From an optimization exercise on the open Yosys and OpenROAD flow, aimed at a short achievable clock period and few clock cycles; shortcuts taken in it are not production practice.
Where RTL was checked, it was by simulation tests only, not by an equivalence proof against the original.
Power is estimated from default activity; no workload was simulated.

==> run a <==
// mips
module mips(CK, RESET, DONE, OUTADDR, OUTDATA, OUTVALID, IADDR, INSTR);
clock: 10.5 ns
lec_check: 0
abc_clock_period_in_ps: 2500
cap_margin: 20
core_margin: 2
core_utilization: 45
cts_cluster_diameter: 80
cts_cluster_size: 20
slew_margin: 20
standard.sh (not shown) runs the stock make flow with config.mk's settings and CLKGATE_MAP_FILE= SYNTH_SCRIPT=/design/flow/synth_recipe.tcl, a recipe that flattens the netlist after the stock synthesis.
==> flow/flow/run.sh <==
#!/bin/bash
# Standard ORFS flow, with repair aiming for a much shorter period than the
# constraint's (setup margin) so the achieved period comes out short.
set -uo pipefail
bash standard.sh SETUP_SLACK_MARGIN=${MARGIN:-7.2} finish > standard.log 2>&1
==> run b (differences from run a) <==
==> flow/design.v (replaced) <==
module mips(CK, RESET, DONE, OUTADDR, OUTDATA, OUTVALID, IADDR, INSTR);
	input CK;
	input RESET;
	output DONE;
	output [4:0] OUTADDR;
	output [31:0] OUTDATA;
	output OUTVALID;
	output [31:0] IADDR;
	input [31:0] INSTR;
	reg [31:0] OUTDATA;
	reg DONE;
	reg [4:0] OUTADDR;
	reg OUTVALID;
	reg [31:0] regarray [1:31];
	reg [31:0] dmem [0:31];
	reg [9:0] fpc;
	reg [31:0] id_ir;
	reg [9:0] id_pc1, id_btgt;
	reg id_pred, id_valid;
	reg [31:0] ex_a, ex_b;
	reg ex_fwda, ex_fwdb;
	reg [6:0] ex_imm7;
	reg ex_add, ex_sub, ex_lt, ex_ld, ex_sw, ex_beq, ex_bne, ex_we, ex_pred, ex_offz;
	reg [4:0] ex_wdst;
	reg [9:0] ex_pc1, ex_btgt;
	reg ex_valid;
	reg [31:0] wb_val;
	reg [4:0] wb_rd;
	reg wb_we;
	assign IADDR = {20'd0, fpc, 2'b00};
	wire [5:0] f_op = INSTR[31:26];
	wire f_j = (f_op == 6'h02);
	wire f_beq = (f_op == 6'h04);
	wire f_bne = (f_op == 6'h05);
	wire f_pred = f_bne | (f_beq & INSTR[15]);
	wire [9:0] fpc1 = fpc + 10'd1;
	wire [9:0] f_btgt = fpc1 + INSTR[9:0];
	wire [5:0] d_op = id_ir[31:26];
	wire [5:0] d_fn = id_ir[5:0];
	wire [4:0] d_rs = id_ir[25:21];
	wire [4:0] d_rt = id_ir[20:16];
	wire [4:0] d_rd = id_ir[15:11];
	wire d_r = (d_op == 6'h00);
	wire d_addu = d_r & (d_fn == 6'h21);
	wire d_subu = d_r & (d_fn == 6'h23);
	wire d_sltu = d_r & (d_fn == 6'h2b);
	wire d_sys = d_r & (d_fn == 6'h0c);
	wire d_addiu = (d_op == 6'h09);
	wire d_sltiu = (d_op == 6'h0b);
	wire d_lw = (d_op == 6'h23);
	wire d_sw = (d_op == 6'h2b);
	wire d_beq = (d_op == 6'h04);
	wire d_bne = (d_op == 6'h05);
	wire d_immop = d_addiu | d_sltiu;
	wire [4:0] d_wdst = d_r ? d_rd : d_rt;
	wire d_we = (d_addu | d_subu | d_sltu | d_immop | d_lw) & (d_wdst != 5'd0);
	wire [31:0] d_imm = {{16{id_ir[15]}}, id_ir[15:0]};
	wire [31:0] d_rsv = (d_rs == 5'd0) ? 32'd0 : (wb_we && wb_rd == d_rs) ? wb_val : regarray[d_rs];
	wire [31:0] d_rtv = (d_rt == 5'd0) ? 32'd0 : (wb_we && wb_rd == d_rt) ? wb_val : regarray[d_rt];
	wire [31:0] x_a = ex_fwda ? wb_val : ex_a;
	wire [31:0] x_b = ex_fwdb ? wb_val : ex_b;
	wire [31:0] x_sum = x_a + x_b;
	wire [32:0] x_diff = {1'b0, x_a} - {1'b0, x_b};
	wire [6:0] x_ea = x_a[6:0] + ex_imm7;
	wire [4:0] x_maddr = x_ea[6:2];
	wire [31:0] x_ld = dmem[x_maddr];
	wire [31:0] x_res = ({32{ex_add}} & x_sum) | ({32{ex_sub}} & x_diff[31:0]) |
	                    {31'd0, ex_lt & x_diff[32]} | ({32{ex_ld}} & x_ld);
	wire x_eq = (x_a == x_b);
	wire x_taken = (ex_beq & x_eq) | (ex_bne & ~x_eq);
	wire x_redirect = ex_valid & (ex_beq | ex_bne) & (x_taken != ex_pred) & ~ex_offz;
	wire [9:0] x_rtgt = x_taken ? ex_btgt : ex_pc1;
	wire done_set = id_valid & d_sys & ~x_redirect;
	wire stop = DONE | done_set;
	always @ (posedge CK)
	begin
		if (RESET == 1'b1)
		begin
			fpc <= 10'd0;
			id_valid <= 1'b0;
			ex_valid <= 1'b0;
			wb_we <= 1'b0;
			DONE <= 1'b0;
			OUTVALID <= 1'b0;
		end
		else
		begin
			if (x_redirect)
				fpc <= x_rtgt;
			else if (f_j)
				fpc <= INSTR[9:0];
			else if (f_pred)
				fpc <= f_btgt;
			else
				fpc <= fpc1;
			id_valid <= ~x_redirect & ~stop;
			ex_valid <= id_valid & ~x_redirect & ~stop;
			wb_we <= ex_valid & ex_we;
			DONE <= stop;
			OUTVALID <= ex_valid & ex_sw;
		end
	end
	always @ (posedge CK)
	begin
		id_ir <= INSTR;
		id_pc1 <= fpc1;
		id_btgt <= f_btgt;
		id_pred <= f_pred;
		ex_a <= d_rsv;
		ex_b <= d_immop ? d_imm : d_rtv;
		ex_fwda <= ex_valid & ex_we & (ex_wdst == d_rs);
		ex_fwdb <= ex_valid & ex_we & (ex_wdst == d_rt) & ~d_immop;
		ex_imm7 <= id_ir[6:0];
		ex_add <= d_addu | d_addiu;
		ex_sub <= d_subu;
		ex_lt <= d_sltu | d_sltiu;
		ex_ld <= d_lw;
		ex_sw <= d_sw;
		ex_beq <= d_beq;
		ex_bne <= d_bne;
		ex_we <= d_we;
		ex_wdst <= d_wdst;
		ex_pred <= id_pred;
		ex_offz <= (id_ir[9:0] == 10'd0);
		ex_pc1 <= id_pc1;
		ex_btgt <= id_btgt;
		wb_val <= x_res;
		wb_rd <= ex_wdst;
		if (ex_valid && ex_sw && !RESET)
		begin
			dmem[x_maddr] <= x_b;
			OUTADDR <= x_maddr;
			OUTDATA <= x_b;
		end
		if (wb_we && !RESET)
			regarray[wb_rd] <= wb_val;
	end
endmodule
==> flow/run.sh (new file) <==
#!/bin/bash
# synth_recipe.tcl (not shown) runs the flow's synth.tcl, then flattens the netlist and writes it again
# the make line also repeats each setting of config.mk as NAME=value (left out here)
make -C /OpenROAD-flow-scripts/flow DESIGN_CONFIG=/design/flow/config.mk WORK_HOME=/design/flow/orfs CLKGATE_MAP_FILE= SYNTH_SCRIPT=/design/flow/synth_recipe.tcl finish
- CORE_UTILIZATION: 45 -> 40
- CTS_CLUSTER_DIAMETER: 80 -> unset
- CTS_CLUSTER_SIZE: 20 -> unset
- SETUP_SLACK_MARGIN: unset -> 5
removed: flow/flow/run.sh
removed: flow/standard.sh
==> qor summary <==
| quantity | run b | run a |
|---|---|---|
| Status | complete, no violations | complete, no violations |
| Placeable core region | 241,000 µm² | 215,000 µm² |
| Post-synthesis cell area | 97,100 µm² | 97,100 µm² |
| Crit share post-route | 52.0% | 33.5% |
| Switching power summed over all nets | 0.00619 W | 0.00531 W |
| Number of standard-cell rows in the floorplan | 180 | 170 |
| Vias after detailed routing | 59,210 | 71,333 |
| Leak pwr | 36.0 nW | 36.5 nW |
| YS warnings | 1 | 3 |
| Combinational cell fraction of total power | 16.0% | 11.0% |
| Area occupied by multi-input gates | 29,800 µm² | 26,800 µm² |
| Required time worst endpoint | 11.31 ns | 11.19 ns |
| Netlist cell types | 86 | 96 |
| Inverters | 97 | 113 |
| Floorplan die height | 497 µm | 469 µm |
| Fraction of area in multi-input gates | 26.9% | 24.0% |
| Sequential share of cell area | 59.6% | 63.8% |
| Area of the die | 247,000 µm² | 220,000 µm² |
| Multi-Input Combinational | 3,066 | 3,323 |
| Clock skew after layout | 0.0865 ns | 0.0337 ns |
| Buffers excl. clock | 296 | 531 |
| Relative area of non-clock buffer cells in the final design | 2.53% | 4.63% |
| Layout area overhead | 14.0% | 15.1% |
| Delay of the slowest cell on the worst path | 0.69 ns | 0.51 ns |
| Count of filler cells inserted in the layout | 20,470 | 17,455 |
Testbench counts of run a, summed over its fixed seeds: cycles 50,371.
No functional check of the RTL was part of run b.

========
==> sierra: inputs <==
mips, a different RTL version from the one above (not shown whole).
==> flow/design.v (excerpt) <==
module mips(CK, RESET, DONE, OUTADDR, OUTDATA, OUTVALID, IADDR, INSTR);
==> module mips, before the edit <==
module mips(CK, RESET, DONE, OUTADDR, OUTDATA, OUTVALID, IADDR, INSTR);
	input CK;
	input RESET;
	output DONE;
	output [4:0] OUTADDR;
	output [31:0] OUTDATA;
	output OUTVALID;
	output [31:0] IADDR;
	input [31:0] INSTR;
	reg [31:0] OUTDATA;
	reg DONE;
	reg [4:0] OUTADDR;
	reg OUTVALID;
	reg [31:0] regarray [1:31];
	reg [31:0] dmem [0:31];
	reg [9:0] fpc;
	reg [31:0] id_ir;
	reg [9:0] id_pc1, id_btgt;
	reg id_pred, id_valid;
	reg [31:0] ex_a, ex_b;
	reg ex_fwda, ex_fwdb;
	reg [6:0] ex_imm7;
	reg ex_add, ex_sub, ex_lt, ex_ld, ex_sw, ex_beq, ex_bne, ex_we, ex_pred, ex_offz;
	reg [4:0] ex_wdst;
	reg [9:0] ex_pc1, ex_btgt;
	reg ex_valid;
	reg [31:0] wb_val;
	reg [4:0] wb_rd;
	reg wb_we;
	assign IADDR = {20'd0, fpc, 2'b00};
	wire [5:0] f_op = INSTR[31:26];
	wire f_j = (f_op == 6'h02);
	wire f_beq = (f_op == 6'h04);
	wire f_bne = (f_op == 6'h05);
	wire f_pred = f_bne | (f_beq & INSTR[15]);
	wire [9:0] fpc1 = fpc + 10'd1;
	wire [9:0] f_btgt = fpc1 + INSTR[9:0];
	wire [5:0] d_op = id_ir[31:26];
	wire [5:0] d_fn = id_ir[5:0];
	wire [4:0] d_rs = id_ir[25:21];
	wire [4:0] d_rt = id_ir[20:16];
	wire [4:0] d_rd = id_ir[15:11];
	wire d_r = (d_op == 6'h00);
	wire d_addu = d_r & (d_fn == 6'h21);
	wire d_subu = d_r & (d_fn == 6'h23);
	wire d_sltu = d_r & (d_fn == 6'h2b);
	wire d_sys = d_r & (d_fn == 6'h0c);
	wire d_addiu = (d_op == 6'h09);
	wire d_sltiu = (d_op == 6'h0b);
	wire d_lw = (d_op == 6'h23);
	wire d_sw = (d_op == 6'h2b);
	wire d_beq = (d_op == 6'h04);
	wire d_bne = (d_op == 6'h05);
	wire d_immop = d_addiu | d_sltiu;
	wire [4:0] d_wdst = d_r ? d_rd : d_rt;
	wire d_we = (d_addu | d_subu | d_sltu | d_immop | d_lw) & (d_wdst != 5'd0);
	wire [31:0] d_imm = {{16{id_ir[15]}}, id_ir[15:0]};
	wire [31:0] d_rsv = (d_rs == 5'd0) ? 32'd0 : (wb_we && wb_rd == d_rs) ? wb_val : regarray[d_rs];
	wire [31:0] d_rtv = (d_rt == 5'd0) ? 32'd0 : (wb_we && wb_rd == d_rt) ? wb_val : regarray[d_rt];
	wire [31:0] x_a = ex_fwda ? wb_val : ex_a;
	wire [31:0] x_b = ex_fwdb ? wb_val : ex_b;
	wire [31:0] x_sum = x_a + x_b;
	wire [32:0] x_diff = {1'b0, x_a} - {1'b0, x_b};
	wire [6:0] x_ea = x_a[6:0] + ex_imm7;
	wire [4:0] x_maddr = x_ea[6:2];
	wire [31:0] x_ld = dmem[x_maddr];
	wire [31:0] x_res = ({32{ex_add}} & x_sum) | ({32{ex_sub}} & x_diff[31:0]) |
	                    {31'd0, ex_lt & x_diff[32]} | ({32{ex_ld}} & x_ld);
	wire x_eq = (x_a == x_b);
	wire x_taken = (ex_beq & x_eq) | (ex_bne & ~x_eq);
	wire x_redirect = ex_valid & (ex_beq | ex_bne) & (x_taken != ex_pred) & ~ex_offz;
	wire [9:0] x_rtgt = x_taken ? ex_btgt : ex_pc1;
	wire done_set = id_valid & d_sys & ~x_redirect;
	wire stop = DONE | done_set;
	always @ (posedge CK)
	begin
		if (RESET == 1'b1)
		begin
			fpc <= 10'd0;
			id_valid <= 1'b0;
			ex_valid <= 1'b0;
			wb_we <= 1'b0;
			DONE <= 1'b0;
			OUTVALID <= 1'b0;
		end
		else
		begin
			if (x_redirect)
				fpc <= x_rtgt;
			else if (f_j)
				fpc <= INSTR[9:0];
			else if (f_pred)
				fpc <= f_btgt;
			else
				fpc <= fpc1;
			id_valid <= ~x_redirect & ~stop;
			ex_valid <= id_valid & ~x_redirect & ~stop;
			wb_we <= ex_valid & ex_we;
			DONE <= stop;
			OUTVALID <= ex_valid & ex_sw;
		end
	end
	always @ (posedge CK)
	begin
		id_ir <= INSTR;
		id_pc1 <= fpc1;
		id_btgt <= f_btgt;
		id_pred <= f_pred;
		ex_a <= d_rsv;
		ex_b <= d_immop ? d_imm : d_rtv;
		ex_fwda <= ex_valid & ex_we & (ex_wdst == d_rs);
		ex_fwdb <= ex_valid & ex_we & (ex_wdst == d_rt) & ~d_immop;
		ex_imm7 <= id_ir[6:0];
		ex_add <= d_addu | d_addiu;
		ex_sub <= d_subu;
		ex_lt <= d_sltu | d_sltiu;
		ex_ld <= d_lw;
		ex_sw <= d_sw;
		ex_beq <= d_beq;
		ex_bne <= d_bne;
		ex_we <= d_we;
		ex_wdst <= d_wdst;
		ex_pred <= id_pred;
		ex_offz <= (id_ir[9:0] == 10'd0);
		ex_pc1 <= id_pc1;
		ex_btgt <= id_btgt;
		wb_val <= x_res;
		wb_rd <= ex_wdst;
		if (ex_valid && ex_sw)
		begin
			dmem[x_maddr] <= x_b;
			OUTADDR <= x_maddr;
			OUTDATA <= x_b;
		end
		if (wb_we)
			regarray[wb_rd] <= wb_val;
	end
endmodule
==> flow/config.mk <==
export PLATFORM = sky130hd
export DESIGN_NAME = mips
export DESIGN_NICKNAME = mips
export VERILOG_FILES = /design/flow/design.v
export SDC_FILE = /design/flow/constraint.sdc
export NUM_CORES = 4
export LEC_CHECK = 0
export ABC_CLOCK_PERIOD_IN_PS = 2500
export CAP_MARGIN = 20
export CORE_MARGIN = 2
export CORE_UTILIZATION = 40
export SLEW_MARGIN = 20
==> flow/constraint.sdc <==
create_clock -name core_clock -period 10.5 [get_ports {CK}]
set_input_delay 2.1000 -clock core_clock [delete_from_list [all_inputs] [get_ports {CK}]]
set_output_delay 2.1000 -clock core_clock [all_outputs]
set_load 0.01 [all_outputs]
==> flow/flow/run.sh <==
#!/bin/bash
# Standard ORFS flow, with repair aiming for a much shorter period than the
# constraint's (setup margin) so the achieved period comes out short.
set -uo pipefail
bash standard.sh SETUP_SLACK_MARGIN=${MARGIN:-7.2} finish > standard.log 2>&1
==> xenon: changes against sierra <==
--- a/flow/design.v
+++ b/flow/design.v
@@ -20,3 +20,2 @@
 	reg [31:0] ex_a, ex_b;
-	reg ex_fwda, ex_fwdb;
 	reg [6:0] ex_imm7;
@@ -59,7 +58,7 @@
 	wire [31:0] d_rtv = (d_rt == 5'd0) ? 32'd0 : (wb_we && wb_rd == d_rt) ? wb_val : regarray[d_rt];
-	wire [31:0] x_a = ex_fwda ? wb_val : ex_a;
-	wire [31:0] x_b = ex_fwdb ? wb_val : ex_b;
-	wire [31:0] x_sum = x_a + x_b;
-	wire [32:0] x_diff = {1'b0, x_a} - {1'b0, x_b};
-	wire [6:0] x_ea = x_a[6:0] + ex_imm7;
+	wire d_fwda = ex_valid & ex_we & (ex_wdst == d_rs);
+	wire d_fwdb = ex_valid & ex_we & (ex_wdst == d_rt) & ~d_immop;
+	wire [31:0] x_sum = ex_a + ex_b;
+	wire [32:0] x_diff = {1'b0, ex_a} - {1'b0, ex_b};
+	wire [6:0] x_ea = ex_a[6:0] + ex_imm7;
 	wire [4:0] x_maddr = x_ea[6:2];
@@ -68,3 +67,3 @@
 	                    {31'd0, ex_lt & x_diff[32]} | ({32{ex_ld}} & x_ld);
-	wire x_eq = (x_a == x_b);
+	wire x_eq = (ex_a == ex_b);
 	wire x_taken = (ex_beq & x_eq) | (ex_bne & ~x_eq);
@@ -74,2 +73,14 @@
 	wire stop = DONE | done_set;
+	reg [9:0] f_next;
+	always @ (*)
+	begin
+		if (x_redirect)
+			f_next = x_rtgt;
+		else if (f_j)
+			f_next = INSTR[9:0];
+		else if (f_pred)
+			f_next = f_btgt;
+		else
+			f_next = fpc1;
+	end
 	always @ (posedge CK)
@@ -87,10 +98,3 @@
 		begin
-			if (x_redirect)
-				fpc <= x_rtgt;
-			else if (f_j)
-				fpc <= INSTR[9:0];
-			else if (f_pred)
-				fpc <= f_btgt;
-			else
-				fpc <= fpc1;
+			fpc <= f_next;
 			id_valid <= ~x_redirect & ~stop;
@@ -108,6 +112,4 @@
 		id_pred <= f_pred;
-		ex_a <= d_rsv;
-		ex_b <= d_immop ? d_imm : d_rtv;
-		ex_fwda <= ex_valid & ex_we & (ex_wdst == d_rs);
-		ex_fwdb <= ex_valid & ex_we & (ex_wdst == d_rt) & ~d_immop;
+		ex_a <= d_fwda ? x_res : d_rsv;
+		ex_b <= d_fwdb ? x_res : d_immop ? d_imm : d_rtv;
 		ex_imm7 <= id_ir[6:0];
@@ -128,8 +130,6 @@
 		wb_rd <= ex_wdst;
+		OUTADDR <= x_maddr;
+		OUTDATA <= ex_b;
 		if (ex_valid && ex_sw)
-		begin
-			dmem[x_maddr] <= x_b;
-			OUTADDR <= x_maddr;
-			OUTDATA <= x_b;
-		end
+			dmem[x_maddr] <= ex_b;
 		if (wb_we)
--- a/flow/flow/run.sh
+++ b/flow/flow/run.sh
@@ -4,2 +4,2 @@
 set -uo pipefail
-bash standard.sh SETUP_SLACK_MARGIN=${MARGIN:-7.2} finish > standard.log 2>&1
+bash standard.sh SETUP_SLACK_MARGIN=${MARGIN:-7.4} finish > standard.log 2>&1
- CORE_UTILIZATION: 40 -> 70
==> qor summary <==
item                                                                   sierra                      xenon
Area fraction of the dominant cell type after synthesis                63.13%                     61.39%
Run status                                                     finished clean  aborted with a tool error
Last stage reached                                                          -   global routing (5_1_grt)
Area share of fa/ha/maj cells after synthesis                          1.074%                     1.063%
Complex-gate fraction of the synthesized area                          7.549%                     10.38%
Count of flip-flops with a built-in enable after synthesis               2053                       2016
Initial Util                                                           40.19%                     70.59%
Placed Instance Area                                               103100 µm²                 102000 µm²
Post-synthesis share of cell area spent on xor and xnor gates         0.4830%                    0.4504%
Sink Count                                                               2266                       2264
Final estimated routing congestion in global placement                 0.8559                     0.9393
Number of clock buffers inserted by TritonCTS                             222                        216
Multiplexer share of the synthesized area                              15.51%                     13.45%
Syn avg cell area                                                   15.81 µm²                  15.03 µm²
Die X-Extent                                                         498.1 µm                   379.3 µm
Resized cells post-CTS                                                   1123                        759
Testbench counts of xenon, summed over its fixed seeds: cycles 50,245.
The RTL of sierra was laid out without a check of its function.

==> port drivers added, routing unchanged <==
The flow's constraints put no driver on any port. The routed layouts listed below were extracted and timed again, unchanged, in two steps.
Step 1, drivers: a clkbuf_16 drives CK and a buf_2 each remaining input, both assumed.
Step 2 also shifts input and output timing later by t, the mid clock arrival at the registers, as if the neighbouring blocks saw the same clock.
a / b / c = no drivers / after step 1 / after step 2; a / b = the first two.
| run | t (ns) | slack for setup (ns) | worst data-port slew with drivers (ns) |
|---|---|---|---|
| run a | 0.917 | 6.987 / 6.950 / 6.240 | 0.09 |
| run b | 0.980 | 5.037 / 5.037 / 4.166 | 0.06 |
| sierra | 0.994 | 6.455 / 6.455 / 5.953 | 0.06 |
After both steps setup and hold are still met in every run listed. The setup slack of run b, which loses most, moves by 0.000 ns with the drivers and by -0.871 ns with both steps.
